Background: an optimization exercise with open tools, aiming at small area, a short achievable clock period and few clock cycles per item. Do not read the settings as production practice. Function was checked by simulation only, so behaviour that the tests miss may differ from the original.

==> flow/design.v, too long to show whole: its modules and the start of the top module <==
// module qtwosComp: 23 lines
// module qmult: 45 lines
// module qadd: 46 lines
// module negar: 20 lines
// module qdiv: 52 lines
// module bits2temp1: 86 lines
// module lowpass_filter: 115 lines
// module pt100_temp: 388 lines
// module pt_add13: 45 lines
// module pt_add16: 59 lines
// module pt_add27: 97 lines
// module pt_add28: 103 lines
// module pt_add29: 105 lines
// module pt_add30: 109 lines
// module pt_add35: 129 lines
module pt100_temp (
    input  wire        clk,
    input  wire        rst,
    input  wire        in_valid,
    output wire        in_ready,
    input  wire [11:0] yk,
    output wire        out_valid,
    output wire [27:0] temp,
    output wire [27:0] temp_filt,
    output wire        alarm
    );
  // ...
==> flow/run.sh <==
#!/bin/bash
# synth_recipe.tcl (not shown) runs the flow's synth.tcl, then flattens the netlist and writes it again
# the make line also repeats each setting of config.mk as NAME=value (left out here)
make -C /OpenROAD-flow-scripts/flow DESIGN_CONFIG=/design/flow/config.mk WORK_HOME=/design/flow/orfs CLKGATE_MAP_FILE= SYNTH_SCRIPT=/design/flow/synth_recipe.tcl finish
==> flow/config.mk <==
export PLATFORM = sky130hd
export DESIGN_NAME = pt100_temp
export DESIGN_NICKNAME = pt100_temp
export VERILOG_FILES = /design/flow/design.v
export SDC_FILE = /design/flow/constraint.sdc
export NUM_CORES = 4
export LEC_CHECK = 0
export ABC_AREA = 1
export CAP_MARGIN = 60
export CORE_MARGIN = 2
export CORE_UTILIZATION = 60
export PLACE_DENSITY = 0.75
export SLEW_MARGIN = 60
==> flow/constraint.sdc <==
create_clock -name core_clock -period 24.0 [get_ports {clk}]
set_input_delay 4.8000 -clock core_clock [delete_from_list [all_inputs] [get_ports {clk}]]
set_output_delay 4.8000 -clock core_clock [all_outputs]
set_load 0.01 [all_outputs]
==> run notes, run 1 <==
R2R Setup Slk 16.59 ns; r2r worst-path depth 36; Setup Skew 0.0160 ns; All-Layer GR Usage 0.366; DIE WIDTH 239 um; Routability Congestion 0.977; I/O pin count 74; Die ar. 0.0570 mm^2; mux contribution to synthesized area 0; Reg clk slew, reported paths 0.06 ns; hold slack 0.403 ns; synth warn 1; post-CTS setup repair buffer count 0; Post-Synthesis Net Count 4500; met1 Use GR 0.548; # port buffers 73; Tapcells 704; Via-to-Cell Ratio 6.18; fin crit share 0.309; Worst Tran Pin Value 0.625 ns; status finished clean; layout net count 4493; Slew Limit Headroom 0.583; commonest non-fill, non-tap cell in the layout nand2_1; Sink Count 419; final hold violation count 0; routed length on met2 43600 um; Max Cap Violations 0; share of cells above drive strength 1 0.0579; synthesis-stage register bit count 419; die height 239 um; CP Launch Point sb[0]; RSZ-0062 raised after global routing no; CP required 24.34 ns; highest-count cells in the layout ignoring fill and taps nand2_1 (654), inv_1 (597), nor2_1 (394); std cell rows 86; HP Start f_acc; register area share after synthesis 0.344; hold path depth 0
Testbench counts, summed over its fixed seeds: cycles 20,678, samples 960.
==> module pt100_temp, before the edit <==
module pt100_temp (
    input  wire        clk,
    input  wire        rst,
    input  wire        in_valid,
    output wire        in_ready,
    input  wire [11:0] yk,
    output wire        out_valid,
    output wire [27:0] temp,
    output wire [27:0] temp_filt,
    output wire        alarm
    );
localparam [26:0] C1 = 27'd40662109;     
localparam [26:0] HT = 27'd2457600;
localparam S_IDLE = 3'd0, S_D2 = 3'd1, S_T2 = 3'd2, S_T3 = 3'd3, S_D3 = 3'd4;
reg        rst_r;     
reg [2:0]  state;
reg [11:0] ybuf;      
reg        yv;
reg [27:0] P;         
reg [26:0] D;         
reg [27:0] Q;         
reg [5:0]  cnt;       
reg [15:0] KM;        
reg        dsign;     
assign in_ready = ~(yv | rst_r);
wire accept = in_valid & ~yv & ~rst_r;
wire [26:0] de1 = {D[26:15], D[14:0] & KM[15:1]};
wire [26:0] de2 = {D[26:15], D[14:0] & KM[14:0]};
reg nb1, nb2;
always @* begin
    nb1 = 1'b0; nb2 = 1'b0;
    if (state == S_D2) begin
        case (cnt)
        6'd31, 6'd33: nb1 = 1'b1;
        default: nb1 = 1'b0;
        endcase
        nb2 = (cnt == 6'd35);            
    end else if (state == S_D3) begin
        case (cnt)
        6'd21, 6'd23: nb1 = 1'b1;
        default: nb1 = 1'b0;
        endcase
        nb2 = (cnt == 6'd19);            
    end
end
wire [28:0] X = {P, nb1};
wire [27:0] s1;
wire        q1;
pt_add28 u_s1 (.a(P), .b(~{1'b0, de1}), .ci(1'b1), .s(s1), .co(q1));
wire [28:0] sA;
wire        qa;
pt_add29 u_sa (.a(X), .b(~{2'b0, de2}), .ci(1'b1), .s(sA), .co(qa));
wire [29:0] bx = {1'b0, X};
wire [29:0] by = ~{2'b0, de1, 1'b0};
wire [29:0] bz = ~{3'b0, de2};
wire [29:0] bs = bx ^ by ^ bz;
wire [29:0] bc = (bx & by) | (bx & bz) | (by & bz);
wire [29:0] sB;
wire        cB;
pt_add30 u_sb (.a(bs), .b({bc[28:0], 1'b1}), .ci(1'b1), .s(sB), .co(cB));
wire        q2  = q1 ? ~sB[29] : qa;
wire [26:0] r2  = q1 ? (q2 ? sB[26:0] : {s1[25:0], nb1})
                     : (q2 ? sA[26:0] : X[26:0]);
wire [27:0] pn  = {r2, nb2};
wire        last = (cnt == 6'd1);
wire [1:0]  km_in = {cnt >= 6'd17, cnt >= 6'd19};
reg [5:0]  p0_2;
reg [27:0] pi_2;
always @* begin
    casez (V1[16:5])
    12'b1???????????: begin p0_2 = 6'd23; pi_2 = 28'd38528; end
    12'b01??????????: begin p0_2 = 6'd23; pi_2 = 28'd38528; end
    12'b001?????????: begin p0_2 = 6'd25; pi_2 = 28'd9632;  end
    12'b0001????????: begin p0_2 = 6'd25; pi_2 = 28'd9632;  end
    12'b00001???????: begin p0_2 = 6'd27; pi_2 = 28'd2408;  end
    12'b000001??????: begin p0_2 = 6'd27; pi_2 = 28'd2408;  end
    12'b0000001?????: begin p0_2 = 6'd29; pi_2 = 28'd602;   end
    12'b00000001????: begin p0_2 = 6'd29; pi_2 = 28'd602;   end
    12'b000000001???: begin p0_2 = 6'd31; pi_2 = 28'd150;   end
    12'b0000000001??: begin p0_2 = 6'd31; pi_2 = 28'd150;   end
    12'b00000000001?: begin p0_2 = 6'd33; pi_2 = 28'd37;    end
    12'b000000000001: begin p0_2 = 6'd33; pi_2 = 28'd37;    end
    default:          begin p0_2 = 6'd35; pi_2 = 28'd9;     end
    endcase
end
wire [26:0] m5;
wire        m5c;
pt_add27 u_m5 (.a(Q[26:0]), .b({Q[24:0], 2'b00}), .ci(1'b0), .s(m5), .co(m5c));
wire [27:0] e;
wire        ec;
pt_add28 u_e (.a({1'b0, D}), .b(dsign ? 28'd32932 : 28'hfff7f5c), .ci(1'b0), .s(e), .co(ec));
wire        en  = ~dsign & e[27];
wire [15:0] eneg;
wire        enc;
pt_add16 u_en (.a(~e[15:0]), .b(16'd0), .ci(1'b1), .s(eneg), .co(enc));
wire [26:0] dm  = en ? {11'd0, eneg} : e[26:0];
wire        ds  = ~dsign & ~en & (e[26:0] != 27'd0);
reg [5:0]  p0_3;
reg [27:0] pi_3;
reg [15:0] km_3;
always @* begin
    km_3 = 16'hffff;
    casez (dm[26:10])
    17'b1????????????????: begin p0_3 = 6'd11; pi_3 = 28'd105908800; km_3 = 16'hffe0; end
    17'b01???????????????: begin p0_3 = 6'd13; pi_3 = 28'd26477200; km_3 = 16'hfff8; end
    17'b001??????????????: begin p0_3 = 6'd13; pi_3 = 28'd26477200; km_3 = 16'hfff8; end
    17'b0001?????????????: begin p0_3 = 6'd15; pi_3 = 28'd6619300; km_3 = 16'hfffe; end
    17'b00001????????????: begin p0_3 = 6'd15; pi_3 = 28'd6619300; km_3 = 16'hfffe; end
    17'b000001???????????: begin p0_3 = 6'd17; pi_3 = 28'd1654825; end
    17'b0000001??????????: begin p0_3 = 6'd17; pi_3 = 28'd1654825; end
    17'b00000001?????????: begin p0_3 = 6'd19; pi_3 = 28'd413706; end
    17'b000000001????????: begin p0_3 = 6'd19; pi_3 = 28'd413706; end
    17'b0000000001???????: begin p0_3 = 6'd21; pi_3 = 28'd103426; end
    17'b00000000001??????: begin p0_3 = 6'd21; pi_3 = 28'd103426; end
    17'b000000000001?????: begin p0_3 = 6'd23; pi_3 = 28'd25856; end
    17'b0000000000001????: begin p0_3 = 6'd23; pi_3 = 28'd25856; end
    17'b00000000000001???: begin p0_3 = 6'd25; pi_3 = 28'd6464; end
    17'b000000000000001??: begin p0_3 = 6'd25; pi_3 = 28'd6464; end
    17'b0000000000000001?: begin p0_3 = 6'd27; pi_3 = 28'd1616; end
    17'b00000000000000001: begin p0_3 = 6'd27; pi_3 = 28'd1616; end
    default:               begin p0_3 = 6'd29; pi_3 = 28'd404; end
    endcase
end
localparam U_IDLE = 2'd0, U_RUN = 2'd1, U_DONE = 2'd2;
reg [1:0]  ust;
reg [26:0] P1;
reg [16:0] V1;        
reg [3:0]  c1;        
wire [11:0] y1  = (ybuf == 12'd0) ? 12'd1 : ybuf;
wire [12:0] yd;
wire        q16;
pt_add13 u_yd (.a({1'b0, y1}), .b(~13'd2482), .ci(1'b1), .s(yd), .co(q16));
integer k;
reg [14:0] km1;
always @* begin
    for (k = 0; k < 15; k = k + 1)
        km1[k] = (c1 >= 15 - k);
end
wire [26:0] de0 = {C1[26:15], C1[14:0] & km1};
wire [26:0] s0;
wire        q0;
pt_add27 u_s0 (.a(P1), .b(~de0), .ci(1'b1), .s(s0), .co(q0));
wire [25:0] r0  = q0 ? s0[25:0] : P1[25:0];
wire startm = ((state == S_IDLE) | ((state == S_D3) & last)) & (ust == U_DONE);
wire start1 = yv & ((ust == U_IDLE) | ((ust == U_DONE) & startm));
wire tload  = (state == S_D3) & last;
always @(posedge clk) begin
    rst_r <= rst;
    if (rst_r) begin
        state <= S_IDLE;
        ust   <= U_IDLE;
        yv    <= 1'b0;
    end else begin
        if (accept) begin
            ybuf <= yk;
            yv   <= 1'b1;
        end else if (start1)
            yv   <= 1'b0;
        if (start1) begin
            P1  <= q16 ? {yd[11:0], 15'd5958} : {y1, 15'd0};
            V1  <= {16'd0, q16};
            c1  <= 4'd15;
            ust <= U_RUN;
        end else if (ust == U_RUN) begin
            P1  <= {r0, 1'b0};
            V1  <= {V1[15:0], q0};
            c1  <= c1 - 4'd1;
            if (c1 == 4'd0) ust <= U_DONE;
        end else if (startm)
            ust <= U_IDLE;
        if (startm) begin
            D     <= {10'd0, V1};
            P     <= pi_2;
            cnt   <= p0_2;
            KM    <= 16'hffff;
            Q     <= 28'd0;
            state <= S_D2;
        end else begin
            case (state)
            S_D2: begin
                P   <= pn;
                Q   <= {Q[25:0], q1, q2};
                cnt <= cnt - 6'd2;
                KM  <= {KM[13:0], km_in};
                if (last) state <= S_T2;
            end
            S_T2: begin
                D     <= m5;
                dsign <= Q[27];
                state <= S_T3;
            end
            S_T3: begin
                D     <= dm;
                dsign <= ds;
                P     <= pi_3;
                cnt   <= p0_3;
                KM    <= km_3;
                Q     <= 28'd0;
                state <= S_D3;
            end
            S_D3: begin
                P   <= pn;
                Q   <= {Q[25:0], q1, q2};
                cnt <= cnt - 6'd2;
                KM  <= {KM[13:0], km_in};
                if (last) state <= S_IDLE;
            end
            default: ;
            endcase
        end
    end
end
reg [27:0] T;         
reg        alarm_r;
reg [27:0] TF;        
reg [27:0] U1;        
reg [27:0] UA;        
reg [16:0] Py;        
reg [14:0] v4p;       
reg [28:0] ACC;
reg        sticky;
reg [3:0]  fpc;       
reg        frun;
reg [3:0]  epc;       
reg        erun;
reg        ovr;
reg        tfl;       
assign temp      = T;
assign alarm     = alarm_r;
assign temp_filt = TF;
assign out_valid = ovr;
localparam SRC_T = 3'd0, SRC_PY = 3'd1, SRC_V4 = 3'd2, SRC_UA = 3'd3,
           SRC_U1 = 3'd4, SRC_TF = 3'd5;
reg [2:0] f_src;
reg [2:0] f_ma, f_mb;
reg [1:0] f_sa;       
reg [2:0] f_sb;       
reg [2:0] f_rs;       
reg       f_acc;
reg       f_wr;
always @* begin
    f_src = SRC_T; f_ma = 3'd0; f_mb = 3'd0; f_sa = 2'd0; f_sb = 3'd0;
    f_rs = 3'd0; f_acc = 1'b1; f_wr = 1'b0;
    case (fpc)
    4'd0:  begin f_src = SRC_T;  f_acc = 1'b0; f_ma = 3'd1; f_mb = 3'd2; f_sb = 3'd4; f_rs = 3'd3; end  
    4'd1:  begin f_src = SRC_T;  f_ma = 3'd2; f_mb = 3'd2; f_sb = 3'd3; f_rs = 3'd2; end                 
    4'd2:  begin f_src = SRC_T;  f_ma = 3'd1; f_sa = 2'd2; f_mb = 3'd1; f_sb = 3'd5; end                 
    4'd3:  begin f_src = SRC_TF; f_acc = 1'b0; f_ma = 3'd3; f_mb = 3'd3; f_sb = 3'd0; f_rs = 3'd1; end  
    4'd4:  begin f_src = SRC_TF; f_ma = 3'd3; f_mb = 3'd4; f_sb = 3'd2; f_rs = 3'd4; end                 
    4'd5:  begin f_src = SRC_TF; f_ma = 3'd3; f_wr = 1'b1; end
    4'd6:  begin f_src = SRC_T;  f_acc = 1'b0; f_ma = 3'd3; f_rs = 3'd5; end                           
    4'd7:  begin f_src = SRC_PY; f_ma = 3'd1; end
    4'd8:  begin f_src = SRC_UA; f_ma = 3'd2; f_wr = 1'b1; end
    4'd9:  begin f_src = SRC_T;  f_acc = 1'b0; f_ma = 3'd4; f_mb = 3'd3; f_sb = 3'd1; f_rs = 3'd6; end
    4'd10: begin f_src = SRC_V4; f_ma = 3'd1; end
    4'd11: begin f_src = SRC_TF; f_acc = 1'b0; f_ma = 3'd3; f_mb = 3'd3; f_sb = 3'd1; f_rs = 3'd1; end  
    4'd12: begin f_src = SRC_TF; f_ma = 3'd4; f_mb = 3'd3; f_sb = 3'd2; f_rs = 3'd4; end                 
    4'd13: begin f_src = SRC_TF; f_ma = 3'd4; f_sa = 2'd1; f_wr = 1'b1; end
    4'd14: begin f_src = SRC_U1; f_ma = 3'd1; f_wr = 1'b1; end
    default: ;
    endcase
end
reg [27:0] fv;        
reg        fsg;       
always @* begin
    case (f_src)
    SRC_T:   begin fv = {1'b0, T[26:0]};   fsg = T[27];  end
    SRC_PY:  begin fv = {{11{Py[16]}}, Py}; fsg = 1'b0;  end
    SRC_V4:  begin fv = {{13{v4p[14]}}, v4p}; fsg = 1'b0; end
    SRC_UA:  begin fv = UA;                fsg = 1'b0;   end
    SRC_U1:  begin fv = U1;                fsg = 1'b0;   end
    default: begin fv = {1'b0, TF[26:0]};  fsg = TF[27]; end
    endcase
end
function opneg(input [2:0] m, input sg);
    opneg = (m == 3'd2) | ((m == 3'd3) & sg) | ((m == 3'd4) & ~sg);
endfunction
reg [27:0] OPR;
reg        ena, enb, na, nb;
reg [1:0]  sa;
reg [2:0]  sb;
reg [2:0]  rs;
reg        useacc;
reg        wr;
wire [34:0] sv = {{7{OPR[27]}}, OPR};
reg  [34:0] oa, ob;
always @* begin
    case (sa)
    2'd1:    oa = {sv[33:0], 1'b0};
    2'd2:    oa = {sv[32:0], 2'b00};
    default: oa = sv;
    endcase
    case (sb)
    3'd0:    ob = {sv[32:0], 2'd0};
    3'd1:    ob = {sv[31:0], 3'd0};
    3'd2:    ob = {sv[30:0], 4'd0};
    3'd3:    ob = {sv[29:0], 5'd0};
    3'd4:    ob = {sv[28:0], 6'd0};
    default: ob = {sv[26:0], 8'd0};
    endcase
end
wire [34:0] xa = ena ? (oa ^ {35{na}}) : 35'd0;
wire [34:0] xb = enb ? (ob ^ {35{nb}}) : 35'd0;
wire [34:0] xc = useacc ? {{6{ACC[28]}}, ACC} : 35'd0;
wire        cx = (epc == 4'd2) & T[27] & sticky;
wire [34:0] cs = xa ^ xb ^ xc;
wire [34:0] cc = (xa & xb) | (xa & xc) | (xb & xc);
wire [34:0] sum;
wire        sco;
pt_add35 u_alu (.a(cs), .b({cc[33:0], ena & na}), .ci((enb & nb) | cx), .s(sum), .co(sco));
reg [28:0] shr;
reg        lost;
always @* begin
    lost = 1'b0;
    case (rs)
    3'd1:    shr = sum[34:6];
    3'd2:    begin shr = {sum[34], sum[34:7]};      lost = |sum[6:0]; end
    3'd3:    begin shr = {{2{sum[34]}}, sum[34:8]}; lost = |sum[7:0]; end
    3'd4:    shr = {{3{sum[34]}}, sum[34:9]};
    3'd5:    shr = {{7{sum[34]}}, sum[34:13]};
    3'd6:    shr = {{9{sum[34]}}, sum[34:15]};
    default: shr = sum[28:0];
    endcase
end
reg [28:0] res;
always @* begin
    res = shr;
    if (wr) begin
        if (shr[28:27] == 2'b01)      res[27] = 1'b0;
        else if (shr[28:27] == 2'b10) res[27] = 1'b1;
        else if (shr[28:27] == 2'b11 && shr[26:0] == 27'd0) res = 29'd0;
    end
end
wire [26:0] uabs;
wire        uco;
pt_add27 u_abs (.a(ACC[26:0] ^ {27{ACC[28]}}), .b(27'd0), .ci(ACC[28]), .s(uabs), .co(uco));
wire [26:0] tgt;
wire        tgtc;
pt_add27 u_ht (.a(T[26:0]), .b(~HT), .ci(1'b0), .s(tgt), .co(tgtc));    
always @(posedge clk) begin
    if (rst_r) begin
        frun <= 1'b0; erun <= 1'b0; fpc <= 4'd0; ovr <= 1'b0; tfl <= 1'b0;
        TF <= 28'd0; UA <= 28'd0; Py <= 17'd0; v4p <= 15'd0;
    end else begin
        ovr <= tfl & ~rst;
        tfl <= erun & (epc == 4'd8);
        if (tfl) begin
            TF      <= {ACC[28], uabs};
            alarm_r <= T[27] | tgtc;
        end
        if (tload) begin
            T    <= {~dsign | Q[25], Q[24:0], q1, q2};
            frun <= 1'b1;
            fpc  <= 4'd0;
        end else if (frun) begin
            fpc <= fpc + 4'd1;
            if (fpc == 4'd14) frun <= 1'b0;
        end
        erun <= frun & ~tload;
        if (frun) begin
            OPR    <= fv;
            epc    <= fpc;
            ena    <= f_ma != 3'd0;
            enb    <= f_mb != 3'd0;
            na     <= opneg(f_ma, fsg);
            nb     <= opneg(f_mb, fsg);
            sa     <= f_sa;
            sb     <= f_sb;
            rs     <= f_rs;
            useacc <= f_acc;
            wr     <= f_wr;
        end
        if (erun) begin
            ACC <= res;
            case (epc)
            4'd0: sticky <= lost;
            4'd1: sticky <= sticky | lost;
            4'd2: T[26:0] <= res[26:0];
            4'd5: U1 <= res[27:0];
            4'd7: Py <= ACC[16:0];
            4'd10: begin Py <= res[16:0]; v4p <= Py[14:0]; end
            4'd14: UA <= res[27:0];
            default: ;
            endcase
        end
    end
end
endmodule
==> run 2: changes to the inputs <==
--- a/flow/design.v
+++ b/flow/design.v
@@ -417,8 +417,9 @@
 reg [5:0]  cnt;       
 reg [15:0] KM;        
 reg        dsign;     
-assign in_ready = ~(yv | rst_r);
-wire accept = in_valid & ~yv & ~rst_r;
+reg        rdy;       
+assign in_ready = rdy;
+wire accept = in_valid & rdy;
 wire [26:0] de1 = {D[26:15], D[14:0] & KM[15:1]};
 wire [26:0] de2 = {D[26:15], D[14:0] & KM[14:0]};
 reg nb1, nb2;
@@ -539,18 +540,16 @@
 wire startm = ((state == S_IDLE) | ((state == S_D3) & last)) & (ust == U_DONE);
 wire start1 = yv & ((ust == U_IDLE) | ((ust == U_DONE) & startm));
 wire tload  = (state == S_D3) & last;
+wire yv_n = ~rst_r & (accept | (yv & ~start1));
 always @(posedge clk) begin
     rst_r <= rst;
+    rdy   <= ~(yv_n | rst);
+    if (~yv) ybuf <= yk;
+    yv    <= yv_n;
     if (rst_r) begin
         state <= S_IDLE;
         ust   <= U_IDLE;
-        yv    <= 1'b0;
     end else begin
-        if (accept) begin
-            ybuf <= yk;
-            yv   <= 1'b1;
-        end else if (start1)
-            yv   <= 1'b0;
         if (start1) begin
             P1  <= q16 ? {yd[11:0], 15'd5958} : {y1, 15'd0};
             V1  <= {16'd0, q16};
@@ -619,7 +618,6 @@
 reg [3:0]  epc;       
 reg        erun;
 reg        ovr;
-reg        tfl;       
 assign temp      = T;
 assign alarm     = alarm_r;
 assign temp_filt = TF;
@@ -630,28 +628,30 @@
 reg [2:0] f_ma, f_mb;
 reg [1:0] f_sa;       
 reg [2:0] f_sb;       
-reg [2:0] f_rs;       
+reg [1:0] f_rs;       
 reg       f_acc;
 reg       f_wr;
+reg       f_abs;      
 always @* begin
     f_src = SRC_T; f_ma = 3'd0; f_mb = 3'd0; f_sa = 2'd0; f_sb = 3'd0;
-    f_rs = 3'd0; f_acc = 1'b1; f_wr = 1'b0;
+    f_rs = 2'd0; f_acc = 1'b1; f_wr = 1'b0; f_abs = 1'b0;
     case (fpc)
-    4'd0:  begin f_src = SRC_T;  f_acc = 1'b0; f_ma = 3'd1; f_mb = 3'd2; f_sb = 3'd4; f_rs = 3'd3; end  
-    4'd1:  begin f_src = SRC_T;  f_ma = 3'd2; f_mb = 3'd2; f_sb = 3'd3; f_rs = 3'd2; end                 
-    4'd2:  begin f_src = SRC_T;  f_ma = 3'd1; f_sa = 2'd2; f_mb = 3'd1; f_sb = 3'd5; end                 
-    4'd3:  begin f_src = SRC_TF; f_acc = 1'b0; f_ma = 3'd3; f_mb = 3'd3; f_sb = 3'd0; f_rs = 3'd1; end  
-    4'd4:  begin f_src = SRC_TF; f_ma = 3'd3; f_mb = 3'd4; f_sb = 3'd2; f_rs = 3'd4; end                 
+    4'd0:  begin f_src = SRC_T;  f_acc = 1'b0; f_ma = 3'd1; f_mb = 3'd2; f_sb = 3'd3; f_rs = 2'd1; end  
+    4'd1:  begin f_src = SRC_T;  f_ma = 3'd2; f_sa = 2'd2; f_mb = 3'd2; f_sb = 3'd4; f_rs = 2'd2; end    
+    4'd2:  begin f_src = SRC_T;  f_ma = 3'd1; f_sa = 2'd2; f_mb = 3'd1; f_sb = 3'd5; end                
+    4'd3:  begin f_src = SRC_TF; f_acc = 1'b0; f_ma = 3'd3; f_mb = 3'd3; f_sb = 3'd0; f_rs = 2'd1; end  
+    4'd4:  begin f_src = SRC_TF; f_ma = 3'd3; f_mb = 3'd4; f_sb = 3'd2; f_rs = 2'd2; end                
     4'd5:  begin f_src = SRC_TF; f_ma = 3'd3; f_wr = 1'b1; end
-    4'd6:  begin f_src = SRC_T;  f_acc = 1'b0; f_ma = 3'd3; f_rs = 3'd5; end                           
+    4'd6:  begin f_src = SRC_T;  f_acc = 1'b0; f_ma = 3'd3; f_sa = 2'd2; f_rs = 2'd3; end
     4'd7:  begin f_src = SRC_PY; f_ma = 3'd1; end
     4'd8:  begin f_src = SRC_UA; f_ma = 3'd2; f_wr = 1'b1; end
-    4'd9:  begin f_src = SRC_T;  f_acc = 1'b0; f_ma = 3'd4; f_mb = 3'd3; f_sb = 3'd1; f_rs = 3'd6; end
-    4'd10: begin f_src = SRC_V4; f_ma = 3'd1; end
-    4'd11: begin f_src = SRC_TF; f_acc = 1'b0; f_ma = 3'd3; f_mb = 3'd3; f_sb = 3'd1; f_rs = 3'd1; end  
-    4'd12: begin f_src = SRC_TF; f_ma = 3'd4; f_mb = 3'd3; f_sb = 3'd2; f_rs = 3'd4; end                 
-    4'd13: begin f_src = SRC_TF; f_ma = 3'd4; f_sa = 2'd1; f_wr = 1'b1; end
-    4'd14: begin f_src = SRC_U1; f_ma = 3'd1; f_wr = 1'b1; end
+    4'd9:  begin f_abs = 1'b1; end                                                                  
+    4'd10: begin f_src = SRC_T;  f_acc = 1'b0; f_ma = 3'd4; f_mb = 3'd3; f_sb = 3'd1; f_rs = 2'd3; end
+    4'd11: begin f_src = SRC_V4; f_ma = 3'd1; end
+    4'd12: begin f_src = SRC_TF; f_acc = 1'b0; f_ma = 3'd3; f_mb = 3'd3; f_sb = 3'd1; f_rs = 2'd1; end  
+    4'd13: begin f_src = SRC_TF; f_ma = 3'd4; f_mb = 3'd3; f_sb = 3'd2; f_rs = 2'd2; end                
+    4'd14: begin f_src = SRC_TF; f_ma = 3'd4; f_sa = 2'd1; f_wr = 1'b1; end
+    4'd15: begin f_src = SRC_U1; f_ma = 3'd1; f_wr = 1'b1; end
     default: ;
     endcase
 end
@@ -674,9 +674,10 @@
 reg        ena, enb, na, nb;
 reg [1:0]  sa;
 reg [2:0]  sb;
-reg [2:0]  rs;
+reg [1:0]  rs;
 reg        useacc;
 reg        wr;
+reg        absop;
 wire [34:0] sv = {{7{OPR[27]}}, OPR};
 reg  [34:0] oa, ob;
 always @* begin
@@ -689,67 +690,63 @@
     3'd0:    ob = {sv[32:0], 2'd0};
     3'd1:    ob = {sv[31:0], 3'd0};
     3'd2:    ob = {sv[30:0], 4'd0};
-    3'd3:    ob = {sv[29:0], 5'd0};
-    3'd4:    ob = {sv[28:0], 6'd0};
+    3'd3:    ob = {sv[28:0], 6'd0};
+    3'd4:    ob = {sv[27:0], 7'd0};
     default: ob = {sv[26:0], 8'd0};
     endcase
 end
 wire [34:0] xa = ena ? (oa ^ {35{na}}) : 35'd0;
 wire [34:0] xb = enb ? (ob ^ {35{nb}}) : 35'd0;
-wire [34:0] xc = useacc ? {{6{ACC[28]}}, ACC} : 35'd0;
+wire        nbase = absop & ACC[28];
+wire [34:0] xc = useacc ? ({{6{ACC[28]}}, ACC} ^ {35{nbase}}) : 35'd0;
 wire        cx = (epc == 4'd2) & T[27] & sticky;
 wire [34:0] cs = xa ^ xb ^ xc;
 wire [34:0] cc = (xa & xb) | (xa & xc) | (xb & xc);
 wire [34:0] sum;
 wire        sco;
-pt_add35 u_alu (.a(cs), .b({cc[33:0], ena & na}), .ci((enb & nb) | cx), .s(sum), .co(sco));
+pt_add35 u_alu (.a(cs), .b({cc[33:0], (ena & na) | nbase}), .ci((enb & nb) | cx), .s(sum), .co(sco));
 reg [28:0] shr;
 reg        lost;
 always @* begin
     lost = 1'b0;
     case (rs)
-    3'd1:    shr = sum[34:6];
-    3'd2:    begin shr = {sum[34], sum[34:7]};      lost = |sum[6:0]; end
-    3'd3:    begin shr = {{2{sum[34]}}, sum[34:8]}; lost = |sum[7:0]; end
-    3'd4:    shr = {{3{sum[34]}}, sum[34:9]};
-    3'd5:    shr = {{7{sum[34]}}, sum[34:13]};
-    3'd6:    shr = {{9{sum[34]}}, sum[34:15]};
+    2'd1:    begin shr = sum[34:6]; lost = |sum[5:0]; end
+    2'd2:    begin shr = {{3{sum[34]}}, sum[34:9]}; lost = |sum[8:0]; end
+    2'd3:    shr = {{9{sum[34]}}, sum[34:15]};
     default: shr = sum[28:0];
     endcase
 end
+localparam [28:0] KW = 29'h18000000;
+wire [28:0] ea = cs[28:0];
+wire [28:0] eb = {cc[27:0], (ena & na) | nbase};
+wire [28:0] ecr = {(ea[27:0] & eb[27:0]) | ((ea[27:0] ^ eb[27:0]) & ~KW[27:0]),
+                   (enb & nb) | cx};
+wire        eqk = ~|(ea ^ eb ^ KW ^ ecr);
 reg [28:0] res;
 always @* begin
     res = shr;
     if (wr) begin
         if (shr[28:27] == 2'b01)      res[27] = 1'b0;
         else if (shr[28:27] == 2'b10) res[27] = 1'b1;
-        else if (shr[28:27] == 2'b11 && shr[26:0] == 27'd0) res = 29'd0;
+        if (eqk) res = 29'd0;
     end
 end
-wire [26:0] uabs;
-wire        uco;
-pt_add27 u_abs (.a(ACC[26:0] ^ {27{ACC[28]}}), .b(27'd0), .ci(ACC[28]), .s(uabs), .co(uco));
 wire [26:0] tgt;
 wire        tgtc;
 pt_add27 u_ht (.a(T[26:0]), .b(~HT), .ci(1'b0), .s(tgt), .co(tgtc));    
 always @(posedge clk) begin
     if (rst_r) begin
-        frun <= 1'b0; erun <= 1'b0; fpc <= 4'd0; ovr <= 1'b0; tfl <= 1'b0;
+        frun <= 1'b0; erun <= 1'b0; fpc <= 4'd0; ovr <= 1'b0;
         TF <= 28'd0; UA <= 28'd0; Py <= 17'd0; v4p <= 15'd0;
     end else begin
-        ovr <= tfl & ~rst;
-        tfl <= erun & (epc == 4'd8);
-        if (tfl) begin
-            TF      <= {ACC[28], uabs};
-            alarm_r <= T[27] | tgtc;
-        end
+        ovr <= erun & absop & ~rst;
         if (tload) begin
             T    <= {~dsign | Q[25], Q[24:0], q1, q2};
             frun <= 1'b1;
             fpc  <= 4'd0;
         end else if (frun) begin
             fpc <= fpc + 4'd1;
-            if (fpc == 4'd14) frun <= 1'b0;
+            if (fpc == 4'd15) frun <= 1'b0;
         end
         erun <= frun & ~tload;
         if (frun) begin
@@ -764,6 +761,7 @@
             rs     <= f_rs;
             useacc <= f_acc;
             wr     <= f_wr;
+            absop  <= f_abs;
         end
         if (erun) begin
             ACC <= res;
@@ -773,8 +771,12 @@
             4'd2: T[26:0] <= res[26:0];
             4'd5: U1 <= res[27:0];
             4'd7: Py <= ACC[16:0];
-            4'd10: begin Py <= res[16:0]; v4p <= Py[14:0]; end
-            4'd14: UA <= res[27:0];
+            4'd9: begin
+                TF      <= {ACC[28], res[26:0]};
+                alarm_r <= T[27] | tgtc;
+            end
+            4'd11: begin Py <= res[16:0]; v4p <= Py[14:0]; end
+            4'd15: UA <= res[27:0];
             default: ;
             endcase
         end
==> run 2 against run 1 <==
Fmax rose by 11%. Non-clock buffer count fell by 3. Worst hold slack got worse by 0.0053 ns. Via count rose by 1.6%. Global-route usage fell by 0.069 points. Critical path type is now register to output pin. Largest cell class unchanged.
==> run notes, run 2 <==
status finished clean (unchanged); largest reg by FF count ACC (unchanged); Critical Path Source Type register (unchanged); max reg flops 29 (unchanged); setup TNS 0 ns (unchanged); Multi-input gate area 0.0193 mm^2 (was 0.0188 mm^2); Sink Count 419 (unchanged); CP max stage delay 0.64 ns (was 0.47 ns); CP endpoint kind output pin (was register); Clock Path Buffers 3 (unchanged); Post-synth EDFFs 297 (unchanged); f_max 0.150 GHz (was 0.135 GHz); std cell rows 86 (unchanged); Buf/Inv on CP 1 (was 4); Initial Utilization 0.609 (was 0.604); clock root buffer clkbuf_16 (unchanged); Post-Syn Area per Cell 8.01 um^2 (was 8.03 um^2); Synth top area share 0.265 (was 0.270); most area-hungry cell type in the Yosys netlist edfxtp_1 (unchanged); Routability Congestion 0.990 (was 0.977); DRC 0 (unchanged); Critical Path AT 1.86 ns (was 7.75 ns); first-pass GRT wire length 162000 um (was 161000 um); fin crit period 6.66 ns (was 7.41 ns); Worst Hold End rs[0] (was useacc); share of cells above drive strength 1 0.0748 (was 0.0579); crit path max fanout 4 (was 17); Reg-to-Reg Start sa[1] (was sb[0]); Via-to-Cell Ratio 6.14 (was 6.18); Async SR Flop Fraction 0 (unchanged); TritonCTS clock tree built (unchanged); dpl ws 17.90 ns (was 16.86 ns); I/O pin count 74 (unchanged); Final ANT Viol Nets 0 (unchanged); ranking of synthesized cells by area edfxtp_1 (27%), ha_1 (8.9%), fa_1 (8.8%) (was edfxtp_1 (27%), fa_1 (8.9%), ha_1 (8.3%)); fin crit share 0.277 (was 0.309); endpoints failing setup 0 (unchanged); final worst setup slack 17.34 ns (was 16.59 ns); r2r worst-path depth 25 (was 36); RSZ-0062 raised after global routing no (unchanged); synthesis-stage register bit count 419 (unchanged); Worst Tran Pin Value 0.721 ns (was 0.625 ns); Max Cap Violations 0 (unchanged); Slew Limit Fails 0 (unchanged); Synth cell types 72 (was 62); Setup CP Type register to output pin (was register to register); drt first-iter violations 4286 (was 4054); # hold bufs at CTS 0 (unchanged); final WL 106000 um (was 105000 um); Hold Crit Class register to register (unchanged); post-CTS setup repair buffer count 0 (unchanged); 1st-pass router iterations 8 (was 6); FF/Latch Area 0.0114 mm^2 (about the same); mapped cell area 0.0336 mm^2 (was 0.0331 mm^2); CTS buffer count 44 (was 45); H-tree levels 2 (unchanged); later-pin clock latency in the skew report 0.61 ns (was 0.59 ns); highest-count cells in the layout ignoring fill and taps nand2_1 (723), inv_1 (562), o21ai_0 (339) (was nand2_1 (654), inv_1 (597), nor2_1 (394)); Core Box Area 0.0552 mm^2 (was 0.0548 mm^2); hold path depth 0 (unchanged); cell at the slowest stage of the critical path clkdlybuf4s50_1 (was fa_1); Slew Limit Headroom 0.518 (was 0.583); crit-path leading delay family buffers and inverters (was simple AND/OR/NAND/NOR gates); DIE WIDTH 241 um (was 239 um); top_reg_cell synth edfxtp_1 (unchanged); Die ar. 0.0579 mm^2 (was 0.0570 mm^2); most frequent cell after synthesis nand2_1 (unchanged); vias in the first global route 27711 (was 27762); largest net degree at the start of global routing 62 (was 58); Synth Instances 4195 (was 4119); CP cell instances clkdlybuf4s50_1; synth warn 1 (unchanged); register area share after synthesis 0.338 (was 0.344); CP required 19.20 ns (was 24.34 ns); WL per Instance 21.3 um (was 21.6 um); synth cell count leaders nand2_1 (728), inv_1 (573), o21ai_0 (342), nor2_1 (317), a21oi_1 (313) (was nand2_1 (656), inv_1 (605), nor2_1 (408), o21ai_0 (365), edfxtp_1 (297)); Setup Skew 0.0291 ns (was 0.0160 ns); GR Overflow Total 0 (unchanged); Final Core Density 0.664 (was 0.661); post_cts resized 0 (unchanged); final hold violation count 0 (unchanged); layout net count 4578 (was 4493); initial antenna violation count 1 (was 6); Area growth syn-to-layout 8.99% (was 9.50%); HP Start f_rs[0] (was f_acc); All-Layer GR Usage 0.366 (about the same); Reg clk slew, reported paths 0.06 ns (about the same); commonest non-fill, non-tap cell in the layout nand2_1 (unchanged); R2R Setup Slk 17.66 ns (was 16.59 ns); DR vias 30458 (was 29977); Detail Placement HPWL 78500 um (was 78300 um); # port buffers 73 (unchanged); Post-Synthesis Net Count 4595 (was 4500); Crit Reg-Reg Endpoint U1[4] (was ACC[27]); die height 241 um (was 239 um); FILL cells 4669 (was 4625)
[run 2: layout make-up]
type	count	area share
well taps	748	0.0255
repair buffers	115	0.0309
inverters	606	0.0624
diodes	1	0.0000683
flip-flops and latches	419	0.310
clock inverters	28	0.0100
clock buffers	54	0.0331
multi-input cells	2992	0.528
[run 2: logic make-up after synthesis]
family          synth area share
compound gates             0.163
xor+xnor                  0.0281
fa+ha+maj                  0.176
buf+inv                   0.0916
flops                      0.338
simple gates               0.203
[run 2: worst max-delay path by stage]
stage | from | end | slack, ns | cells past startpoint
after floorplan | T[19] | temp[19] | 18.65 | 1
after global placement | sb[2] | Py[15] | 17.67 | 27
after detailed placement | sa[1] | ACC[4] | 17.90 | 25
after CTS | T[15] | temp[15] | 17.37 | 1
after global routing | sb[1] | Py[15] | 17.21 | 29
final | T[16] | temp[16] | 17.34 | 1
[run 2: per-layer routing]
| layer | wire length, um | up-vias | global-route usage |
|---|---|---|---|
| met4 | 2940 | 2 | 0.0975 |
| met5 | 68 | - | 0 |
| met3 | 13900 | 194 | 0.0912 |
| li1 | - | 14103 | - |
| met2 | 43000 | 1846 | 0.513 |
| met1 | 45900 | 14313 | 0.559 |
[run 2: per-stage QoR]
stage	hold slack, ns	cells	cell area [um^2]
2_1_floorplan	0.386	4195	33600
3_3_place_gp	0.387	4871	34800
3_5_place_dp	0.389	4878	35000
4_1_cts	0.400	4960	36600
5_1_grt	0.415	4962	36600
6_report	0.398	4963	36600
[run 2: worst register-to-register path: cells and delay by family, from the launching register on]
| kind | cells | cell delay, ns |
|---|---|---|
| AO/OA/AOI/OAI | 4 | 1.05 |
| XOR/XNOR | 1 | 0.50 |
| adder cells (fa/ha/maj) | 5 | 2.09 |
| buffers and inverters | 7 | 1.13 |
| flip-flops | 1 | 0.40 |
| AND/OR/NAND/NOR | 8 | 0.92 |
Testbench counts of run 2, summed over its fixed seeds: cycles 20,678, samples 960.
==> run 3: changes to the inputs <==
--- a/flow/design.v
+++ b/flow/design.v
@@ -496,7 +496,7 @@
 reg [15:0] km_3;
 always @* begin
     km_3 = 16'hffff;
-    casez (dm[26:10])
+    casez (e[26:10] & {17{~en}})
     17'b1????????????????: begin p0_3 = 6'd11; pi_3 = 28'd105908800; km_3 = 16'hffe0; end
     17'b01???????????????: begin p0_3 = 6'd13; pi_3 = 28'd26477200; km_3 = 16'hfff8; end
     17'b001??????????????: begin p0_3 = 6'd13; pi_3 = 28'd26477200; km_3 = 16'hfff8; end
@@ -516,6 +516,7 @@
     17'b00000000000000001: begin p0_3 = 6'd27; pi_3 = 28'd1616; end
     default:               begin p0_3 = 6'd29; pi_3 = 28'd404; end
     endcase
+    if (en) begin p0_3 = 6'd23; pi_3 = 28'd25856; km_3 = 16'hffff; end
 end
 localparam U_IDLE = 2'd0, U_RUN = 2'd1, U_DONE = 2'd2;
 reg [1:0]  ust;
@@ -670,41 +671,39 @@
 function opneg(input [2:0] m, input sg);
     opneg = (m == 3'd2) | ((m == 3'd3) & sg) | ((m == 3'd4) & ~sg);
 endfunction
-reg [27:0] OPR;
-reg        ena, enb, na, nb;
-reg [1:0]  sa;
-reg [2:0]  sb;
-reg [1:0]  rs;
-reg        useacc;
-reg        wr;
-reg        absop;
-wire [34:0] sv = {{7{OPR[27]}}, OPR};
-reg  [34:0] oa, ob;
+wire [34:0] fsv = {{7{fv[27]}}, fv};
+reg  [34:0] foa, fob;
 always @* begin
-    case (sa)
-    2'd1:    oa = {sv[33:0], 1'b0};
-    2'd2:    oa = {sv[32:0], 2'b00};
-    default: oa = sv;
+    case (f_sa)
+    2'd1:    foa = {fsv[33:0], 1'b0};
+    2'd2:    foa = {fsv[32:0], 2'b00};
+    default: foa = fsv;
     endcase
-    case (sb)
-    3'd0:    ob = {sv[32:0], 2'd0};
-    3'd1:    ob = {sv[31:0], 3'd0};
-    3'd2:    ob = {sv[30:0], 4'd0};
-    3'd3:    ob = {sv[28:0], 6'd0};
-    3'd4:    ob = {sv[27:0], 7'd0};
-    default: ob = {sv[26:0], 8'd0};
+    case (f_sb)
+    3'd0:    fob = {fsv[32:0], 2'd0};
+    3'd1:    fob = {fsv[31:0], 3'd0};
+    3'd2:    fob = {fsv[30:0], 4'd0};
+    3'd3:    fob = {fsv[28:0], 6'd0};
+    3'd4:    fob = {fsv[27:0], 7'd0};
+    default: fob = {fsv[26:0], 8'd0};
     endcase
 end
-wire [34:0] xa = ena ? (oa ^ {35{na}}) : 35'd0;
-wire [34:0] xb = enb ? (ob ^ {35{nb}}) : 35'd0;
+wire fna = opneg(f_ma, fsg);
+wire fnb = opneg(f_mb, fsg);
+reg [34:0] XA, XB;    
+reg        ca, cb;    
+reg [1:0]  rs;
+reg        useacc;
+reg        wr;
+reg        absop;
 wire        nbase = absop & ACC[28];
 wire [34:0] xc = useacc ? ({{6{ACC[28]}}, ACC} ^ {35{nbase}}) : 35'd0;
 wire        cx = (epc == 4'd2) & T[27] & sticky;
-wire [34:0] cs = xa ^ xb ^ xc;
-wire [34:0] cc = (xa & xb) | (xa & xc) | (xb & xc);
+wire [34:0] cs = XA ^ XB ^ xc;
+wire [34:0] cc = (XA & XB) | (XA & xc) | (XB & xc);
 wire [34:0] sum;
 wire        sco;
-pt_add35 u_alu (.a(cs), .b({cc[33:0], (ena & na) | nbase}), .ci((enb & nb) | cx), .s(sum), .co(sco));
+pt_add35 u_alu (.a(cs), .b({cc[33:0], ca | nbase}), .ci(cb | cx), .s(sum), .co(sco));
 reg [28:0] shr;
 reg        lost;
 always @* begin
@@ -718,9 +717,9 @@
 end
 localparam [28:0] KW = 29'h18000000;
 wire [28:0] ea = cs[28:0];
-wire [28:0] eb = {cc[27:0], (ena & na) | nbase};
+wire [28:0] eb = {cc[27:0], ca | nbase};
 wire [28:0] ecr = {(ea[27:0] & eb[27:0]) | ((ea[27:0] ^ eb[27:0]) & ~KW[27:0]),
-                   (enb & nb) | cx};
+                   cb | cx};
 wire        eqk = ~|(ea ^ eb ^ KW ^ ecr);
 reg [28:0] res;
 always @* begin
@@ -750,14 +749,11 @@
         end
         erun <= frun & ~tload;
         if (frun) begin
-            OPR    <= fv;
+            XA     <= (f_ma == 3'd0) ? 35'd0 : (foa ^ {35{fna}});
+            XB     <= (f_mb == 3'd0) ? 35'd0 : (fob ^ {35{fnb}});
+            ca     <= (f_ma != 3'd0) & fna;
+            cb     <= (f_mb != 3'd0) & fnb;
             epc    <= fpc;
-            ena    <= f_ma != 3'd0;
-            enb    <= f_mb != 3'd0;
-            na     <= opneg(f_ma, fsg);
-            nb     <= opneg(f_mb, fsg);
-            sa     <= f_sa;
-            sb     <= f_sb;
             rs     <= f_rs;
             useacc <= f_acc;
             wr     <= f_wr;
==> run 3 against run 2 <==
Area after synthesis grew 2.3%. Final area rose by 2.8%. Worst hold slack gained 0.0062 ns. Worst setup slack got worse by 0.045 ns. Register-to-register slack improved by 0.41 ns. Utilization increased by 0.28 points.
==> run notes, run 3 <==
status finished clean (unchanged); synth warn 1 (unchanged); std cell rows 87 (was 86); Final Core Density 0.666 (was 0.664); Async SR Flop Fraction 0 (unchanged); Clock Path Buffers 3 (unchanged); Reg clk slew, reported paths 0.06 ns (about the same); Max Cap Violations 0 (unchanged); ranking of synthesized cells by area edfxtp_1 (28%), nand2_1 (9.6%), ha_1 (8.7%) (was edfxtp_1 (27%), ha_1 (8.9%), fa_1 (8.8%)); Detail Placement HPWL 78700 um (was 78500 um); drt first-iter violations 3905 (was 4286); largest registers XB x34, XA x30, ACC x29; DR vias 30711 (was 30458); FILL cells 4758 (was 4669); synth cell count leaders nand2_1 (879), inv_1 (567), nor2_1 (335), edfxtp_1 (326), a21oi_1 (322) (was nand2_1 (728), inv_1 (573), o21ai_0 (342), nor2_1 (317), a21oi_1 (313)); layout net count 4653 (was 4578); I/O pin count 74 (unchanged); Post-synth EDFFs 326 (was 297); Synth top area share 0.285 (was 0.265); highest-count cells in the layout ignoring fill and taps nand2_1 (875), inv_1 (555), edfxtp_1 (326) (was nand2_1 (723), inv_1 (562), o21ai_0 (339)); Core Box Area 0.0565 mm^2 (was 0.0552 mm^2); top_reg_cell synth edfxtp_1 (unchanged); Synth cell types 67 (was 72); 1st-pass router iterations 7 (was 8); Setup Skew 0.0229 ns (was 0.0291 ns); Critical Path Source Type register (unchanged); TritonCTS clock tree built (unchanged); CP cell instances clkdlybuf4s50_1 (unchanged); Initial Utilization 0.608 (was 0.609); post-CTS setup repair buffer count 0 (unchanged); crit-path leading delay family flip-flops (was buffers and inverters); clock root buffer clkbuf_16 (unchanged); first-pass GRT wire length 162000 um (about the same); # port buffers 73 (unchanged); most area-hungry cell type in the Yosys netlist edfxtp_1 (unchanged); max reg flops 34 (was 29); mapped cell area 0.0344 mm^2 (was 0.0336 mm^2); synthesis-stage register bit count 448 (was 419); DRC 0 (unchanged); largest net degree at the start of global routing 69 (was 62); Slew Limit Fails 0 (unchanged); commonest non-fill, non-tap cell in the layout nand2_1 (unchanged); post_cts resized 0 (unchanged); fin crit period 6.70 ns (was 6.66 ns); Via-to-Cell Ratio 6.08 (was 6.14); CP max stage delay 0.64 ns (about the same); Area growth syn-to-layout 9.55% (was 8.99%); setup TNS 0 ns (unchanged); register area share after synthesis 0.356 (was 0.338); largest reg by FF count XB (was ACC); final WL 105000 um (was 106000 um); DIE WIDTH 243 um (was 241 um); WL per Instance 20.8 um (was 21.3 um); die height 243 um (was 241 um); endpoints failing setup 0 (unchanged); Worst Tran Pin Value 0.653 ns (was 0.721 ns); RSZ-0062 raised after global routing no (unchanged); Post-Syn Area per Cell 8.09 um^2 (was 8.01 um^2); crit path max fanout 4 (unchanged); vias in the first global route 28417 (was 27711); Critical Path AT 1.90 ns (was 1.86 ns); Slew Limit Headroom 0.564 (was 0.518); Setup CP Type register to output pin (unchanged); initial antenna violation count 3 (was 1); # hold bufs at CTS 0 (unchanged); later-pin clock latency in the skew report 0.63 ns (was 0.61 ns); CP required 19.20 ns (about the same); f_max 0.149 GHz (was 0.150 GHz); Routability Congestion 1.03 (was 0.990); share of cells above drive strength 1 0.0740 (was 0.0748); Final ANT Viol Nets 0 (unchanged); cell at the slowest stage of the critical path edfxtp_1 (was clkdlybuf4s50_1); All-Layer GR Usage 0.351 (was 0.366); CP endpoint kind output pin (unchanged); Sink Count 448 (was 419); Post-Synthesis Net Count 4646 (was 4595); final hold violation count 0 (unchanged); Die ar. 0.0592 mm^2 (was 0.0579 mm^2); Hold Crit Class register to register (unchanged); Synth Instances 4246 (was 4195); CTS buffer count 51 (was 44); Buf/Inv on CP 1 (unchanged); fin crit share 0.279 (was 0.277); most frequent cell after synthesis nand2_1 (unchanged); H-tree levels 2 (unchanged); GR Overflow Total 0 (unchanged)
==> run 3: cell count changes after synthesis, moves of 15 or more <==
cell / change
nand2_2: -18
clkbuf_1: -35
o21ai_1: +15
nor2_1: +18
a31oi_1: -26
edfxtp_1: +29
o21ai_0: -63
o21ai_2: +20
nand3_1: -56
nand2_1: +151
==> run 3: worst paths after layout <==
path         startpoint  endpoint  slack (ns)  cells past startpoint
max               T[27]  temp[27]       17.30                      1
min             f_rs[0]     rs[0]        0.40                      0
max reg2reg       absop    Py[16]       18.07                     30
min reg2reg     f_rs[0]     rs[0]        0.40                      0
==> run 3: worst register-to-register path, delay by kind of cell (launching register included) <==
family          cells  cell delay, ns
simple gates       15            2.02
xor+xnor            1            0.19
compound gates      5            0.65
fa+ha+maj           4            1.61
flops               1            0.41
buf+inv             5            0.90
==> run 3: cells by family after synthesis <==
| logic type | Yosys count | synth area share |
|---|---|---|
| AOI/OAI and AO/OA | 883 | 0.149 |
| xor gates and xnor gates | 98 | 0.0250 |
| adders and majority gates | 385 | 0.172 |
| buffers and inverters | 762 | 0.0875 |
| DFF | 448 | 0.356 |
| and+or+nand+nor | 1670 | 0.210 |
==> run 3: final cells by class <==
type | instances | area (um^2) | share of cell area
multi-input cells | 3036 | 19300 | 0.512
flip-flops and latches | 448 | 12200 | 0.325
inverters | 605 | 2310 | 0.0612
clock buffers | 73 | 1530 | 0.0405
repair buffers | 111 | 1100 | 0.0292
well taps | 756 | 946 | 0.0251
clock inverters | 23 | 241 | 0.00641
diodes | 2 | 5.00 | 0.000133
==> run 3: through the flow <==
stage	worst slack (ns)	cell area (um^2)	cells	hold WS, ns
finish	17.30	37600	5054	0.404
global route	17.27	37600	5052	0.423
CTS	17.32	37500	5047	0.407
detailed placement	17.98	35800	4951	0.392
global placement	17.98	35600	4948	0.394
floorplan	18.65	34400	4246	0.386
==> run 3: metal layers <==
| metal | vias up | share of wire | track usage |
|---|---|---|---|
| met5 | - | 0.00012 | 0 |
| met4 | 2 | 0.037 | 0.127 |
| met3 | 219 | 0.12 | 0.0755 |
| met2 | 1753 | 0.42 | 0.512 |
| met1 | 14500 | 0.42 | 0.515 |
| li1 | 14237 | - | - |
Testbench counts of run 3, summed over its fixed seeds: cycles 20,678, samples 960.
==> run 4: changes to the inputs <==
--- a/flow/design.v
+++ b/flow/design.v
@@ -551,60 +551,47 @@
         state <= S_IDLE;
         ust   <= U_IDLE;
     end else begin
-        if (start1) begin
-            P1  <= q16 ? {yd[11:0], 15'd5958} : {y1, 15'd0};
-            V1  <= {16'd0, q16};
-            c1  <= 4'd15;
+        if (start1)
             ust <= U_RUN;
-        end else if (ust == U_RUN) begin
-            P1  <= {r0, 1'b0};
-            V1  <= {V1[15:0], q0};
-            c1  <= c1 - 4'd1;
+        else if (ust == U_RUN) begin
             if (c1 == 4'd0) ust <= U_DONE;
         end else if (startm)
             ust <= U_IDLE;
-        if (startm) begin
-            D     <= {10'd0, V1};
-            P     <= pi_2;
-            cnt   <= p0_2;
-            KM    <= 16'hffff;
-            Q     <= 28'd0;
+        if (startm)
             state <= S_D2;
-        end else begin
+        else begin
             case (state)
-            S_D2: begin
-                P   <= pn;
-                Q   <= {Q[25:0], q1, q2};
-                cnt <= cnt - 6'd2;
-                KM  <= {KM[13:0], km_in};
-                if (last) state <= S_T2;
-            end
-            S_T2: begin
-                D     <= m5;
-                dsign <= Q[27];
-                state <= S_T3;
-            end
-            S_T3: begin
-                D     <= dm;
-                dsign <= ds;
-                P     <= pi_3;
-                cnt   <= p0_3;
-                KM    <= km_3;
-                Q     <= 28'd0;
-                state <= S_D3;
-            end
-            S_D3: begin
-                P   <= pn;
-                Q   <= {Q[25:0], q1, q2};
-                cnt <= cnt - 6'd2;
-                KM  <= {KM[13:0], km_in};
-                if (last) state <= S_IDLE;
-            end
+            S_D2: if (last) state <= S_T2;
+            S_T2: state <= S_T3;
+            S_T3: state <= S_D3;
+            S_D3: if (last) state <= S_IDLE;
             default: ;
             endcase
         end
     end
 end
+always @(posedge clk) begin
+    P1 <= start1 ? (q16 ? {yd[11:0], 15'd5958} : {y1, 15'd0}) : {r0, 1'b0};
+    c1 <= start1 ? 4'd15 : c1 - 4'd1;
+    if (start1)
+        V1 <= {16'd0, q16};
+    else if (ust == U_RUN)
+        V1 <= {V1[15:0], q0};
+    P   <= startm ? pi_2 : (state == S_T3) ? pi_3 : pn;
+    cnt <= startm ? p0_2 : (state == S_T3) ? p0_3 : cnt - 6'd2;
+    KM  <= startm ? 16'hffff : (state == S_T3) ? km_3 : {KM[13:0], km_in};
+    Q   <= (startm | (state == S_T3)) ? 28'd0 : {Q[25:0], q1, q2};
+    if (startm)
+        D <= {10'd0, V1};
+    else if (state == S_T2)
+        D <= m5;
+    else if (state == S_T3)
+        D <= dm;
+    if (state == S_T2)
+        dsign <= Q[27];
+    else if (state == S_T3)
+        dsign <= ds;
+end
 reg [27:0] T;         
 reg        alarm_r;
 reg [27:0] TF;        
@@ -735,36 +722,21 @@
 pt_add27 u_ht (.a(T[26:0]), .b(~HT), .ci(1'b0), .s(tgt), .co(tgtc));    
 always @(posedge clk) begin
     if (rst_r) begin
-        frun <= 1'b0; erun <= 1'b0; fpc <= 4'd0; ovr <= 1'b0;
+        frun <= 1'b0; erun <= 1'b0; ovr <= 1'b0;
         TF <= 28'd0; UA <= 28'd0; Py <= 17'd0; v4p <= 15'd0;
     end else begin
-        ovr <= erun & absop & ~rst;
-        if (tload) begin
-            T    <= {~dsign | Q[25], Q[24:0], q1, q2};
+        ovr  <= erun & absop & ~rst;
+        if (tload)
             frun <= 1'b1;
-            fpc  <= 4'd0;
-        end else if (frun) begin
-            fpc <= fpc + 4'd1;
-            if (fpc == 4'd15) frun <= 1'b0;
-        end
+        else if (fpc == 4'd15)
+            frun <= 1'b0;
         erun <= frun & ~tload;
-        if (frun) begin
-            XA     <= (f_ma == 3'd0) ? 35'd0 : (foa ^ {35{fna}});
-            XB     <= (f_mb == 3'd0) ? 35'd0 : (fob ^ {35{fnb}});
-            ca     <= (f_ma != 3'd0) & fna;
-            cb     <= (f_mb != 3'd0) & fnb;
-            epc    <= fpc;
-            rs     <= f_rs;
-            useacc <= f_acc;
-            wr     <= f_wr;
-            absop  <= f_abs;
-        end
+        if (tload)
+            T <= {~dsign | Q[25], Q[24:0], q1, q2};
+        else if (erun && epc == 4'd2)
+            T[26:0] <= res[26:0];
         if (erun) begin
-            ACC <= res;
             case (epc)
-            4'd0: sticky <= lost;
-            4'd1: sticky <= sticky | lost;
-            4'd2: T[26:0] <= res[26:0];
             4'd5: U1 <= res[27:0];
             4'd7: Py <= ACC[16:0];
             4'd9: begin
@@ -778,6 +750,23 @@
         end
     end
 end
+always @(posedge clk) begin
+    fpc    <= tload ? 4'd0 : fpc + 4'd1;
+    XA     <= (f_ma == 3'd0) ? 35'd0 : (foa ^ {35{fna}});
+    XB     <= (f_mb == 3'd0) ? 35'd0 : (fob ^ {35{fnb}});
+    ca     <= (f_ma != 3'd0) & fna;
+    cb     <= (f_mb != 3'd0) & fnb;
+    epc    <= fpc;
+    rs     <= f_rs;
+    useacc <= f_acc;
+    wr     <= f_wr;
+    absop  <= f_abs;
+    ACC    <= res;
+    if (epc == 4'd0)
+        sticky <= lost;
+    else if (epc == 4'd1)
+        sticky <= sticky | lost;
+end
 endmodule
 module pt_add13 (input [12:0] a, input [12:0] b, input ci, output [12:0] s, output co);
 wire [12:0] p0 = a ^ b;
==> flow/flow/run.sh (new file) <==
#!/bin/bash
# The standard layout (standard.sh), with the input and output port
# buffers made of sky130_fd_sc_hd__buf_2 instead of the default cell.
set -euo pipefail
export BUFFER_PORTS_ARGS="-buffer_cell sky130_fd_sc_hd__buf_2"
bash standard.sh > standard_flow.log 2>&1
==> flow/standard.sh (new file) <==
#!/bin/bash
# synth_recipe.tcl (not shown) runs the flow's synth.tcl, then flattens the netlist and writes it again
# the make line also repeats each setting of config.mk as NAME=value (left out here)
make -C /OpenROAD-flow-scripts/flow DESIGN_CONFIG=/design/flow/config.mk WORK_HOME=/design/flow/orfs CLKGATE_MAP_FILE= SYNTH_SCRIPT=/design/flow/synth_recipe.tcl "${@:-finish}"
removed: flow/run.sh
==> run 4 against run 3 <==
Final cell count decreased by 2.6%. Via count decreased by 4.3%. First-iteration DRC count decreased by 0.49%. Largest cell class unchanged. Worst hold slack got worse by 0.077 ns.
==> run notes, run 4 <==
status finished clean (unchanged); Post-Layout Inst Area 0.0346 mm^2 (was 0.0376 mm^2); first-pass GRT wire length 156000 um (was 162000 um); mapped cell area 0.0319 mm^2 (was 0.0344 mm^2); GR Overflow Total 0 (unchanged); commonest non-fill, non-tap cell in the layout nand2_1 (unchanged); Synth cell types 72 (was 67); crit path max fanout 3 (was 4); endpoints failing setup 0 (unchanged); clock root buffer clkbuf_16 (unchanged); CTS buffer count 50 (was 51); Post-Syn Area per Cell 7.59 um^2 (was 8.09 um^2); Hold Crit Class register to register (unchanged); fin crit share 0.254 (was 0.279); All-Layer GR Usage 0.371 (was 0.351); Sink Count 448 (unchanged); Area growth syn-to-layout 8.54% (was 9.55%); crit-path leading delay family flip-flops (unchanged); fin crit period 6.09 ns (was 6.70 ns); drt first-iter violations 3886 (was 3905); Setup Skew 0.0258 ns (was 0.0229 ns); DR vias 29405 (was 30711); Routability Congestion 1.02 (was 1.03); synth cell count leaders nand2_1 (867), inv_1 (539), dfxtp_1 (359), nor2_1 (352), a21oi_1 (294) (was nand2_1 (879), inv_1 (567), nor2_1 (335), edfxtp_1 (326), a21oi_1 (322)); vias in the first global route 26928 (was 28417); post-CTS setup repair buffer count 0 (unchanged); later-pin clock latency in the skew report 0.62 ns (was 0.63 ns); Reg-to-Reg Start ACC[28] (was absop); largest registers XB x34, XA x30, ACC x29 (unchanged); CP max stage delay 0.49 ns (was 0.64 ns); largest reg by FF count XB (unchanged); WL per Instance 20.8 um (about the same); most area-hungry cell type in the Yosys netlist dfxtp_1 (was edfxtp_1); Detail Placement HPWL 76700 um (was 78700 um); Post-Synthesis Net Count 4597 (was 4646); Via-to-Cell Ratio 5.97 (was 6.08); post_cts resized 0 (unchanged); Area after DPL 0.0327 mm^2 (was 0.0358 mm^2); CP Launch Point T[18] (was T[27]); Worst Tran Pin Value 0.680 ns (was 0.653 ns); Critical Path Source Type register (unchanged); synthesis-stage register bit count 448 (unchanged); TritonCTS clock tree built (unchanged); hold slack 0.327 ns (was 0.404 ns); I/O pin count 74 (unchanged); Die ar. 0.0550 mm^2 (was 0.0592 mm^2); share of cells above drive strength 1 0.0945 (was 0.0740); Max Cap Violations 0 (unchanged); # hold bufs at CTS 0 (unchanged); largest net degree at the start of global routing 90 (was 69); setup TNS 0 ns (unchanged); Critical Path AT 1.29 ns (was 1.90 ns); top_reg_cell synth dfxtp_1 (was edfxtp_1); Final Core Density 0.658 (was 0.666); DIE WIDTH 234 um (was 243 um); final hold violation count 0 (unchanged); RSZ-0062 raised after global routing no (unchanged); CP endpoint kind output pin (unchanged); ranking of synthesized cells by area dfxtp_1 (23%), nand2_1 (10%), ha_1 (9.3%) (was edfxtp_1 (28%), nand2_1 (9.6%), ha_1 (8.7%)); Buf/Inv on CP 1 (unchanged); max reg flops 34 (unchanged); CP cell instances buf_2 (was clkdlybuf4s50_1); Final ANT Viol Nets 0 (unchanged); Post-synth EDFFs 89 (was 326); cell at the slowest stage of the critical path edfxtp_1 (unchanged); # port buffers 73 (unchanged); Synth top area share 0.226 (was 0.285); Reg clk slew, reported paths 0.06 ns (about the same); initial antenna violation count 0 (was 3); H-tree levels 2 (unchanged); synth warn 1 (unchanged); Slew Limit Headroom 0.542 (was 0.564); f_max 0.164 GHz (was 0.149 GHz); layout net count 4593 (was 4653); Setup CP Type register to output pin (unchanged); most frequent cell after synthesis nand2_1 (unchanged); CP required 19.20 ns (about the same); Core Box Area 0.0526 mm^2 (was 0.0565 mm^2); register area share after synthesis 0.309 (was 0.356); std cell rows 84 (was 87); Clock Path Buffers 3 (unchanged); Initial Utilization 0.606 (was 0.608); HP Start f_rs[0] (unchanged); DRC 0 (unchanged); die height 234 um (was 243 um); R2R Setup Slk 18.31 ns (was 18.07 ns); highest-count cells in the layout ignoring fill and taps nand2_1 (860), inv_1 (527), dfxtp_1 (358) (was nand2_1 (875), inv_1 (555), edfxtp_1 (326)); final WL 102000 um (was 105000 um); Synth Instances 4197 (was 4246); 1st-pass router iterations 8 (was 7); Async SR Flop Fraction 0 (unchanged); Slew Limit Fails 0 (unchanged)
-- run 4: cells by family (layout without fill, tap and decap cells) --
| logic type | Yosys count | count (layout) | synth area share |
|---|---|---|---|
| xor+xnor | 101 | 101 | 0.0278 |
| flops | 448 | 448 | 0.309 |
| fa+ha+maj | 385 | 385 | 0.186 |
| buf+inv | 730 | 766 | 0.0912 |
| simple gates | 1641 | 1641 | 0.221 |
| other cells | 0 | 2 | 0 |
| compound gates | 892 | 892 | 0.164 |
-- run 4: area by class of cell --
cell class,count,area (um^2)
timing repair buffer,105,633
inverter,569,2150
tap,688,861
clock buffer,75,1560
clock inverter,17,293
antenna,2,5.00
fill,4589,18000
multi-input combinational,3019,19200
sequential,448,9860
-- run 4: metal layers --
layer  track usage  part of all wire  vias up
li1              -                 -    13823
met1         0.532              0.42    13726
met2         0.533              0.41     1610
met3         0.102              0.12      246
met4         0.136             0.039        0
met5             0                 0        -
-- run 4: worst register-to-register path, delay by kind of cell (launching register included) --
kind,cells,cell delay (ns)
xor gates and xnor gates,1,0.29
buffers and inverters,8,1.13
AOI/OAI and AO/OA,5,0.71
and+or+nand+nor,15,1.53
adders and majority gates,4,1.63
DFF,1,0.36
-- run 4: stage by stage --
step | cells | worst slack [ns]
after detailed placement | 4828 | 18.39
after CTS | 4920 | 17.90
final | 4923 | 17.91
after global placement | 4821 | 18.49
after floorplan | 4197 | 18.67
after global routing | 4921 | 17.90
-- run 4: final timing paths --
check	to	depth (start not counted)
setup / recovery	temp[18]	1
hold / removal	rs[0]	0
hold reg to reg	rs[0]	0
setup reg to reg	Py[16]	33
Testbench counts of run 4, summed over its fixed seeds: cycles 20,678, samples 960.

==> separate check: timing with driven ports <==
In the flow no input, the clock included, has a driving cell. The finished layouts below were timed again as built, in two steps.
Step 1, drivers: a clkbuf_16 drives clk and a buf_2 each remaining input, both assumed.
Step 2, shift: input delay + t, output delay - t, t = (earliest + latest rising clock arrival at the registers) / 2. This alone moves slack from input paths to output paths.
Slacks: ideal ports / drivers / drivers and shift; pairs: ideal ports / drivers.
run | t, ns | setup slack, ns | worst setup path after step 2 | pins driven straight from the clock port
run 1 | 0.649 | 16.593 / 16.593 / 16.593 | register to register | 1
run 2 | 0.655 | 17.344 / 17.282 / 17.657 | register to register | 1
run 3 | 0.678 | 17.299 / 17.240 / 17.918 | register to output | 1
run 4 | 0.672 | 17.908 / 17.843 / 18.310 | register to register | 1
After both steps every run listed still meets setup and hold.
